From an optimization exercise on the open Yosys and OpenROAD flow, aimed at small area; shortcuts taken in it are not production practice.
In this exercise RTL edits were held to simulation tests only and were not proved equivalent to the original.
Power figures rest on the tool's default switching activity, not on a simulated workload.

==> harbor: inputs <==
Design DLL_RD, start of the top module:
module DLL_RD(
	input wire sclk,
	input wire srst_n,
	input wire [11:0] cc_p_h_i,		         
    input wire [11:0] cc_p_d_i,		         
	input wire [11:0] cc_np_h_i,		     
	input wire [11:0] cc_cpl_h_i,	         
    input wire [11:0] cc_cpl_d_i,            
	output wire [255:0] dll2tl_data_o,
    output wire [2:0] dll2tl_data_en_o,
    output wire [11:0] ep_cc_p_h_o,
    output wire [11:0] ep_cc_p_d_o,
	output wire ep_cc_p_en_o,
    output wire [11:0] ep_cc_np_h_o,
    output wire ep_cc_np_en_o,
    output wire [11:0] ep_cc_cpl_h_o,
    output wire [11:0] ep_cc_cpl_d_o,
    output wire ep_cc_cpl_en_o,
    output wire [11:0] ep_cl_p_h_o,
    output wire [11:0] ep_cl_p_d_o,
    output wire [11:0] ep_cl_np_h_o,
    output wire [11:0] ep_cl_cpl_h_o,
    output wire [11:0] ep_cl_cpl_d_o,
	output wire ep_cl_en_o,
	output wire updatefc_p_o,
	output wire updatefc_np_o,
	output wire updatefc_cpl_o,
	input wire arb_ready_i,
	output wire dllp_valid_o,
	output wire [255:0] dllp_data_o,
	input pipe2dll_valid_i,
	input wire [255:0] pipe2dll_data_i,
	output wire [15:0] acknak_seq_num_o,
    output wire [1:0] acknak_seq_en_o,
	output wire [1:0] dlcm_state
);
export LEC_CHECK = 0
export CAP_MARGIN = 20
export CORE_MARGIN = 2
export CORE_UTILIZATION = 40
export CTS_BUF_LIST = sky130_fd_sc_hd__clkbuf_16
export CTS_CLUSTER_DIAMETER = 60
export CTS_CLUSTER_SIZE = 36
export PLACE_DENSITY = 0.6
export SLEW_MARGIN = 20
create_clock -name core_clock -period 6.0 [get_ports {sclk}]
standard.sh (not shown) runs the stock make flow with config.mk's settings and CLKGATE_MAP_FILE= SYNTH_SCRIPT=/design/flow/synth_recipe.tcl, a recipe that flattens the netlist after the stock synthesis.
==> flow/flow/run.sh <==
#!/bin/bash
# The standard layout (the standard.sh: ORFS synthesis, floorplan, place, CTS, route,
# finish), with the port buffers that global placement inserts made from
# sky130_fd_sc_hd__buf_1 instead of the cell buffer_ports picks by default.
set -euo pipefail
cd "$(dirname "$0")/.."
bash standard.sh "BUFFER_PORTS_ARGS=-buffer_cell sky130_fd_sc_hd__buf_1" finish > make_finish.log 2>&1
==> inputs of garnet, as changes to harbor <==
--- a/flow/design.v
+++ b/flow/design.v
@@ -340,68 +340,84 @@
 wire        in_np  = (pipe2dll_data_i[3:0] == 4'hF);
 wire [5:0]  len_m6 = pipe2dll_data_i[9:4] - 6'd6;       
 wire [2:0]  in_n   = len_m6[5:3];
 wire [11:0] in_seq = in_np ? {pipe2dll_data_i[19:16],  pipe2dll_data_i[31:24]}
                            : {pipe2dll_data_i[115:112], pipe2dll_data_i[127:120]};
-wire posted = (hdr[7:0] == 8'h60);
-reg shift;
+reg         posted;              
+reg shift_c;         
+reg adv_hi;          
 always_comb begin
-    shift    = 1'b0;
+    shift_c  = 1'b0;
+    adv_hi   = 1'b0;
     tstate_n = tstate;
     case (tstate)
         T_IDLE:  if (pipe2dll_valid_i && !dllp_tok)
                      tstate_n = (in_np || in_n == 3'd0) ? T_SEQ : T_GETP;
         T_GETP:  begin
-                     shift = 1'b1;
+                     shift_c = 1'b1;
                      if (c[1:0] == m) tstate_n = T_SEQ;
                  end
         T_SEQ:   begin
-                     shift    = !c[2];
+                     shift_c  = !c[2];
                      tstate_n = match ? T_SENDH : T_IDLE;
                  end
         T_SENDH: begin
-                     shift    = !c[2];
+                     shift_c  = !c[2];
                      tstate_n = T_DONEH;
                  end
         T_DONEH: begin
-                     shift    = !c[2];
+                     shift_c  = !c[2];
                      tstate_n = last0 ? T_IDLE : T_SENDD;
                  end
         T_SENDD: tstate_n = T_DONED;
         T_DONED: begin
                      if (c[1:0] == m) tstate_n = T_IDLE;
                      else begin
-                         shift    = 1'b1;
+                         adv_hi   = 1'b1;
                          tstate_n = T_SENDD;
                      end
                  end
         default: tstate_n = T_IDLE;
     endcase
 end
+wire t_idle   = (tstate == T_IDLE);
+wire t_sendd  = (tstate == T_SENDD);
+wire shift_hi = shift_c | adv_hi;
+wire shift_lo = shift_c | t_sendd;
 always_ff @(posedge sclk) begin
     if (!srst_n) tstate <= T_IDLE;
     else         tstate <= tstate_n;
 end
 always_ff @(posedge sclk) begin
-    if (tstate == T_IDLE) begin
-        hdr   <= in_np ? pipe2dll_data_i[159:32] : pipe2dll_data_i[255:128];
-        np    <= in_np;
-        last0 <= in_np || in_n == 3'd0;
-        m     <= in_n[1:0] - 2'd1;
-        match <= (in_seq == next_rcv_seq);
-        c     <= 3'd0;
-    end
-    else if (shift)
-        c     <= c + 3'd1;
+    hdr <= (hdr                      & {128{!t_idle && !t_sendd}})
+         | (pipe2dll_data_i[159:32]  & {128{t_idle &&  in_np}})
+         | (pipe2dll_data_i[255:128] & {128{t_idle && !in_np}})
+         | (pipe_q[0][127:0]         & {128{t_sendd}});
 end
 always_ff @(posedge sclk) begin
-    if (shift) begin
-        pipe_q[0] <= pipe_q[1];
-        pipe_q[1] <= pipe_q[2];
-        pipe_q[2] <= pipe_q[3];
-        pipe_q[3] <= pipe2dll_data_i;
+    if (t_idle) begin
+        np          <= in_np;
+        posted      <= (pipe2dll_data_i[135:128] == 8'h60);
+        last0       <= in_np || in_n == 3'd0;
+        m           <= in_n[1:0] - 2'd1;
+        match       <= (in_seq == next_rcv_seq);
+        c           <= 3'd0;
     end
+    else if (shift_hi)
+        c           <= c + 3'd1;
+end
+wire hold_c  = t_idle |
+               ((tstate == T_SEQ || tstate == T_SENDH || tstate == T_DONEH) & c[2]);
+wire hold_hi = hold_c | t_sendd | ((tstate == T_DONED) & (c[1:0] == m));
+wire hold_lo = hold_c | (tstate == T_DONED);
+wire [255:0] sh_m = {{128{shift_hi}}, {128{shift_lo}}};
+wire [255:0] hd_m = {{128{hold_hi}},  {128{hold_lo}}};
+always_ff @(posedge sclk) begin
+    pipe_q[0] <= (pipe_q[0] & hd_m) | (pipe_q[1]       & sh_m);
+    pipe_q[1] <= (pipe_q[1] & hd_m) | (pipe_q[2]       & sh_m);
+    pipe_q[2] <= (pipe_q[2] & hd_m) | (pipe_q[3]       & sh_m);
+    pipe_q[3] <= (pipe_q[3] & hd_m) | (pipe2dll_data_i & sh_m);
 end
 always_ff @(posedge sclk) begin
     if (!srst_n) begin
         next_rcv_seq <= 12'd0;
         nak          <= 1'b0;
@@ -418,12 +434,11 @@
         T_SENDD: en <= posted ? 3'd2 : 3'd6;
         T_DONEH, T_DONED: en <= 3'd7;
         default: en <= 3'd0;
     endcase
 end
-assign dll2tl_data_o    = {pipe_q[0][255:128] & {128{tstate[1]}},
-                           tstate[1] ? pipe_q[0][127:0] : hdr};
+assign dll2tl_data_o    = {pipe_q[0][255:128] & {128{tstate[1]}}, hdr};
 assign dll2tl_data_en_o = en;
 assign next_rcv_seq_o  = next_rcv_seq;
 assign NAK_scheduled_o = nak;
 endmodule
 module DLL_RD(
==> flow/config.mk (replaced) <==
export PLATFORM = sky130hd
export DESIGN_NAME = DLL_RD
export DESIGN_NICKNAME = DLL_RD
export VERILOG_FILES = /design/flow/design.v
export SDC_FILE = /design/flow/constraint.sdc
export NUM_CORES = 4
export LEC_CHECK = 0
export CAP_MARGIN = 20
export CORE_MARGIN = 2
export CORE_UTILIZATION = 75
export CTS_BUF_LIST = sky130_fd_sc_hd__clkbuf_16
export CTS_CLUSTER_DIAMETER = 80
export CTS_CLUSTER_SIZE = 30
export PLACE_DENSITY = 0.85
export SLEW_MARGIN = 20
==> inputs of quartz, as changes to harbor <==
==> flow/run.sh (new file) <==
#!/bin/bash
# synth_recipe.tcl (not shown) runs the flow's synth.tcl, then flattens the netlist and writes it again
# the make line also repeats each setting of config.mk as NAME=value (left out here)
make -C /OpenROAD-flow-scripts/flow DESIGN_CONFIG=/design/flow/config.mk WORK_HOME=/design/flow/orfs CLKGATE_MAP_FILE= SYNTH_SCRIPT=/design/flow/synth_recipe.tcl finish
==> flow/config.mk (replaced) <==
export PLATFORM = sky130hd
export DESIGN_NAME = DLL_RD
export DESIGN_NICKNAME = DLL_RD
export VERILOG_FILES = /design/flow/design.v
export SDC_FILE = /design/flow/constraint.sdc
export NUM_CORES = 4
export LEC_CHECK = 0
export ABC_AREA = 1
export CAP_MARGIN = 20
export CORE_MARGIN = 2
export CORE_UTILIZATION = 40
export PLACE_DENSITY = 0.6
export SLEW_MARGIN = 20
removed: flow/flow/run.sh
removed: flow/standard.sh
==> flow_summary.yaml <==
status:
  status: "stopped before the end"
  stop_stage: "I/O pin placement"
  error: "[ERROR PPL-0024] Number of IO pins (983) exceeds maximum number of available positions (960). Increase the die perimeter from 1066.92um to 1336.88um."
synth:
  synth_edf_count: 91
  syn_inst: 4549
  synth_area_leaders: "dfxtp_1 (51%), a22o_1 (17%), edfxtp_1 (5.3%)"
  yosys_most_used_dff: "dfxtp_1"
  synth_top_family_by_area: "compound AO/OA/AOI/OAI gates"
  syn_area_sq_mm: 0.0518
floorplan:
  die_w_um: 267
  die_h_um: 267
(the above is from garnet)
==> flow_summary.yaml <==
floorplan:
  die_h_um: 369
  die_area_sq_mm: 0.136
synth:
  synth_top_family_by_area: "simple AND/OR/NAND/NOR gates"
  async_reset_ff_share_pct: 0
  syn_inst: 3361
  syn_area_sq_mm: 0.0534
  synth_area_leaders: "edfxtp_1 (70%), dfxtp_1 (5.9%), nand2_1 (4.3%)"
  synth_edf_count: 1242
timing:
  max_freq_ghz: 0.173
global_routing:
  gr-usage-all-layers_pct: 18.7
finish:
  nNonClkInverters: 10
status:
  status: "finished clean"
routing:
  drc: 0
placement:
  gp_congestion: 0.859
hold_path:
  min_path_type: "flip-flop to flip-flop"
power:
  pg_seq_uw: 15800
(the above is from harbor)
==> flow_summary.yaml <==
floorplan:
  die_h_um: 374
  ioPinCount: 983
timing:
  timing.final.ws_setup_ns: 0.367
synth:
  yosys_most_used_dff: "edfxtp_1"
  synth_top_family_by_area: "simple AND/OR/NAND/NOR gates"
  synth_edf_count: 1242
  syn_inst: 4471
  syn_area_sq_mm: 0.0546
status:
  status: "finished clean"
finish:
  reg_top3: "decoder.pipe_q: 1024 flops, decoder.hdr: 128 flops"
(the above is from quartz)

## afterwards: timing with drivers on the ports
The results above use ideal ports. As a check the final layouts listed here were re-extracted and re-timed, cells and wires unchanged.
Step 1 assumes that a clkbuf_16 drives the clock port and a buf_2 every other input.
Step 2, shift: input delay + t, output delay - t, t = (earliest + latest rising clock arrival at the registers) / 2. This alone moves slack from input paths to output paths.
a / b / c = no drivers / after step 1 / after step 2; a / b = the first two.
run | t (ns) | setup slack, ns | worst setup path at the end | worst data-port slew with drivers (ns)
harbor | 0.802 | 0.231 / 0.155 / 0.820 | input to register | 0.20
quartz | 0.859 | 0.367 / 0.287 / 0.962 | input to register | 0.19
After both steps setup and hold are still met in every run listed.
